This design comes from an exercise in tuning for small area on the open sky130 flow, not from production work. The RTL was checked by simulation tests, not by an equivalence proof against the original design.

the baseline:
==> flow/design.v <==
module adder #
(
  parameter ADDER_BITS = 8
)
(
  input                         clock,
  input                         reset,
  input                         rd_fire,
  input                         rd_first,
  input        [ADDER_BITS-1:0] rd_data,
  output       [ADDER_BITS-1:0] c_data
);
  logic [ADDER_BITS-1:0] acc;
  always_ff @(posedge clock)
    if (reset)
      acc <= 'd0;
    else if (rd_fire)
      acc <= (rd_first ? '0 : acc) + rd_data;
  assign c_data = acc;
endmodule
module csr #
 (parameter HOST_ADDR_BITS = 8,
  parameter HOST_DATA_BITS = 32
)
(
  input                         clock,
  input                         reset,
  input                         host_req_valid,
  input                         host_req_opcode,
  input    [HOST_ADDR_BITS-1:0] host_req_addr,
  input    [HOST_DATA_BITS-1:0] host_req_value,
  output                        host_req_deq,
  output                        host_resp_valid,
  output logic [HOST_DATA_BITS-1:0] host_resp_bits,
  output                        launch,
  input                         finish,
  input    [HOST_DATA_BITS-1:0] cycles,
  output   [HOST_DATA_BITS-1:0] length,
  output   [HOST_DATA_BITS-1:0] a_addr,
  output   [HOST_DATA_BITS-1:0] b_addr,
  output   [HOST_DATA_BITS-1:0] c_addr
);
  localparam NUM_REG = 6;
  logic rsp;
  always_ff @(posedge clock)
    if (reset)
      rsp <= 1'b0;
    else
      rsp <= host_req_valid & ~host_req_opcode & ~rsp;
  assign host_req_deq = host_req_valid & ~rsp;
  logic [HOST_DATA_BITS-1:0] rf [NUM_REG-1:0];
  logic        [NUM_REG-1:0] sel;
  logic [HOST_DATA_BITS-1:0] wdata;
  assign wdata = reset ? '0 : host_req_value;
  genvar i;
  for (i = 0; i < NUM_REG; i++) begin : g_reg
    wire hit = host_req_valid & ~rsp & (host_req_addr == i*4);
    wire wen = hit & host_req_opcode;
    always_ff @(posedge clock)
      if (reset)
        sel[i] <= 1'b0;
      else
        sel[i] <= hit & ~host_req_opcode;
    if (i == 0) begin
      always_ff @(posedge clock)
        if (finish & ~reset)
          rf[i] <= 'd2;
        else if (reset | wen)
          rf[i] <= wdata;
    end else if (i == 1) begin
      always_ff @(posedge clock)
        if (finish & ~reset)
          rf[i] <= cycles;
        else if (reset | wen)
          rf[i] <= wdata;
    end else begin
      always_ff @(posedge clock)
        if (reset | wen)
          rf[i] <= wdata;
    end
  end
  always_comb begin
    host_resp_bits = '0;
    for (int k = 0; k < NUM_REG; k++)
      host_resp_bits = host_resp_bits | (rf[k] & {HOST_DATA_BITS{sel[k]}});
  end
  assign host_resp_valid = rsp;
  assign launch = rf[0][0];
  assign length = rf[2];
  assign a_addr = rf[3];
  assign b_addr = rf[4];
  assign c_addr = rf[5];
endmodule
module mmu #
(
  parameter MEM_LEN_BITS = 8,
  parameter MEM_ADDR_BITS = 32,
  parameter HOST_DATA_BITS = 32
)
(
  input                         clock,
  input                         reset,
  output                        mem_req_valid,
  output                        mem_req_opcode,
  output     [MEM_LEN_BITS-1:0] mem_req_len,
  output    [MEM_ADDR_BITS-1:0] mem_req_addr,
  output                        mem_wr_valid,
  input                         mem_rd_valid,
  output                        mem_rd_ready,
  input                         launch,
  output                        finish,
  output   [HOST_DATA_BITS-1:0] cycles,
  input    [HOST_DATA_BITS-1:0] length,
  input    [HOST_DATA_BITS-1:0] a_addr,
  input    [HOST_DATA_BITS-1:0] b_addr,
  input    [HOST_DATA_BITS-1:0] c_addr,
  output                        rd_fire,
  output                        rd_first
);
  typedef enum logic [2:0] {IDLE   = 3'b000,
                            REQ_A  = 3'b001,
                            DATA_A = 3'b010,
                            REQ_B  = 3'b011,
                            DATA_B = 3'b110,
                            REQ_C  = 3'b101,
                            DATA_C = 3'b111,
                            FIN    = 3'b100} state_t;
  state_t nstate, cstate;
  logic [HOST_DATA_BITS-1:0] cnt;
  logic [HOST_DATA_BITS-1:0] cnt_inc;
  logic [HOST_DATA_BITS-1:0] cyc;
  logic                      last;
  assign cnt_inc = cnt + 1'b1;
  assign last = cnt_inc == length;
  always_ff @(posedge clock)
    if (reset)
      cstate <= IDLE;
    else
      cstate <= nstate;
  always_comb begin
    nstate = cstate;
    case (cstate)
      IDLE:   if (launch) nstate = REQ_A;
      REQ_A:  nstate = DATA_A;
      DATA_A: if (mem_rd_valid) nstate = REQ_B;
      REQ_B:  nstate = DATA_B;
      DATA_B: if (mem_rd_valid) nstate = REQ_C;
      REQ_C:  nstate = DATA_C;
      DATA_C: if (last) nstate = FIN; else nstate = REQ_A;
      FIN:    nstate = IDLE;
      default: ;
    endcase
  end
  always_ff @(posedge clock)
    if (reset | cstate == IDLE)
      cnt <= '0;
    else if (cstate == DATA_C)
      cnt <= cnt_inc;
  always_ff @(posedge clock)
    if (reset | cstate == IDLE)
      cyc <= '1;
    else
      cyc <= cyc + 1'b1;
  assign cycles = cyc;
  assign finish = cstate == FIN;
  logic [HOST_DATA_BITS-1:0] base;
  assign base = (cstate == REQ_A) ? a_addr
              : (cstate == REQ_B) ? b_addr
              : c_addr;
  assign mem_req_valid = (cstate == REQ_A) | (cstate == REQ_B) | (cstate == REQ_C);
  assign mem_req_opcode = cstate == REQ_C;
  assign mem_req_len = 'd0;
  assign mem_req_addr = base + cnt;
  assign mem_rd_ready = (cstate == DATA_A) | (cstate == DATA_B);
  assign mem_wr_valid = cstate == DATA_C;
  assign rd_fire = mem_rd_ready & mem_rd_valid;
  assign rd_first = cstate == DATA_A;
endmodule
module accel #
( parameter HOST_ADDR_BITS = 8,
  parameter HOST_DATA_BITS = 32,
  parameter MEM_LEN_BITS = 8,
  parameter MEM_ADDR_BITS = 32,
  parameter MEM_DATA_BITS = 64
)
(
  input                         clock,
  input                         reset,
  input                         host_req_valid,
  input                         host_req_opcode,
  input    [HOST_ADDR_BITS-1:0] host_req_addr,
  input    [HOST_DATA_BITS-1:0] host_req_value,
  output                        host_req_deq,
  output                        host_resp_valid,
  output   [HOST_DATA_BITS-1:0] host_resp_bits,
  output                        mem_req_valid,
  output                        mem_req_opcode,
  output     [MEM_LEN_BITS-1:0] mem_req_len,
  output    [MEM_ADDR_BITS-1:0] mem_req_addr,
  output                        mem_wr_valid,
  output    [MEM_DATA_BITS-1:0] mem_wr_bits,
  input                         mem_rd_valid,
  input     [MEM_DATA_BITS-1:0] mem_rd_bits,
  output                        mem_rd_ready
);
  localparam ADDER_BITS = 8;
  logic                      launch;
  logic                      finish;
  logic [HOST_DATA_BITS-1:0] cycles;
  logic [HOST_DATA_BITS-1:0] length;
  logic [HOST_DATA_BITS-1:0] a_addr;
  logic [HOST_DATA_BITS-1:0] b_addr;
  logic [HOST_DATA_BITS-1:0] c_addr;
  logic                      rd_fire;
  logic                      rd_first;
  logic     [ADDER_BITS-1:0] c_data;
  csr #
  (
    .HOST_ADDR_BITS(HOST_ADDR_BITS),
    .HOST_DATA_BITS(HOST_DATA_BITS)
  )
  c
  (
    .clock           (clock),
    .reset           (reset),
    .host_req_valid  (host_req_valid),
    .host_req_opcode (host_req_opcode),
    .host_req_addr   (host_req_addr),
    .host_req_value  (host_req_value),
    .host_req_deq    (host_req_deq),
    .host_resp_valid (host_resp_valid),
    .host_resp_bits  (host_resp_bits),
    .launch          (launch),
    .finish          (finish),
    .cycles          (cycles),
    .length          (length),
    .a_addr          (a_addr),
    .b_addr          (b_addr),
    .c_addr          (c_addr)
  );
  adder #
  (
    .ADDER_BITS(ADDER_BITS)
  )
  a
  (
    .clock    (clock),
    .reset    (reset),
    .rd_fire  (rd_fire),
    .rd_first (rd_first),
    .rd_data  (mem_rd_bits[ADDER_BITS-1:0]),
    .c_data   (c_data)
  );
  mmu #
  (
    .MEM_LEN_BITS(MEM_LEN_BITS),
    .MEM_ADDR_BITS(MEM_ADDR_BITS),
    .HOST_DATA_BITS(HOST_DATA_BITS)
  )
  m
  (
    .clock          (clock),
    .reset          (reset),
    .mem_req_valid  (mem_req_valid),
    .mem_req_opcode (mem_req_opcode),
    .mem_req_len    (mem_req_len),
    .mem_req_addr   (mem_req_addr),
    .mem_wr_valid   (mem_wr_valid),
    .mem_rd_valid   (mem_rd_valid),
    .mem_rd_ready   (mem_rd_ready),
    .launch         (launch),
    .finish         (finish),
    .cycles         (cycles),
    .length         (length),
    .a_addr         (a_addr),
    .b_addr         (b_addr),
    .c_addr         (c_addr),
    .rd_fire        (rd_fire),
    .rd_first       (rd_first)
  );
  assign mem_wr_bits = {{(MEM_DATA_BITS-ADDER_BITS){1'b0}}, c_data};
endmodule
Settings: LEC_CHECK=0, CAP_MARGIN=20, CORE_MARGIN=2, CORE_UTILIZATION=60, CTS_BUF_LIST=sky130_fd_sc_hd__clkbuf_4 sky130_fd_sc_hd__clkbuf_8, SLEW_MARGIN=20; clock period 5.0 ns.
standard.sh (not shown) runs the stock make flow with config.mk's settings and CLKGATE_MAP_FILE= SYNTH_SCRIPT=/design/flow/synth_recipe.tcl, a recipe that flattens the netlist after the stock synthesis.
==> flow/flow/run.sh <==
#!/bin/bash
set -euo pipefail
bash standard.sh BUFFER_PORTS_ARGS="-buffer_cell sky130_fd_sc_hd__buf_1" finish > standard.log 2>&1
Input-level comparison between the candidate and the baseline:
Settings: CTS_BUF_LIST: sky130_fd_sc_hd__clkbuf_4 sky130_fd_sc_hd__clkbuf_8 -> unset; CORE_UTILIZATION: 60 -> 40.
Results
For the candidate, the capturing element of the worst setup path was mem_req_addr[30], unlike the baseline, where it was mem_req_addr[28].
Summary of the candidate over the baseline: number of buffers and inverters on the critical path up 2, sum of routed wire length over all layers rose by about 3.7%.
The candidate vs. the baseline: critical path depth went up by 2.

port drivers added, routing unchanged:
The flow's constraints put no driver on any port. The routed layouts listed below were extracted and timed again, unchanged, in two steps.
Step 1 (the two cells are an assumption about what drives the block):
set clk [get_ports {clock}]
set_driving_cell -lib_cell sky130_fd_sc_hd__clkbuf_16 $clk
set_driving_cell -lib_cell sky130_fd_sc_hd__buf_2 [delete_from_list [all_inputs] $clk]
Step 2 moves the port delays by t, midway between the first and last clock arrival at a register: inputs arrive t later, outputs are due t later. That takes back most of the time a late clock gives input paths.
Slacks: ideal / step 1 / step 2; pairs: ideal / step 1.
run	shift t [ns]	slack for setup (ns)	worst hold slack (ns)	cell pins on the clock port's net
the baseline	0.603	0.072 / 0.025 / 0.628	0.425 / 0.425 / 0.425	1
the candidate	0.597	0.193 / 0.141 / 0.738	0.430 / 0.430 / 0.430	1
After both steps setup and hold are still met in every run listed.
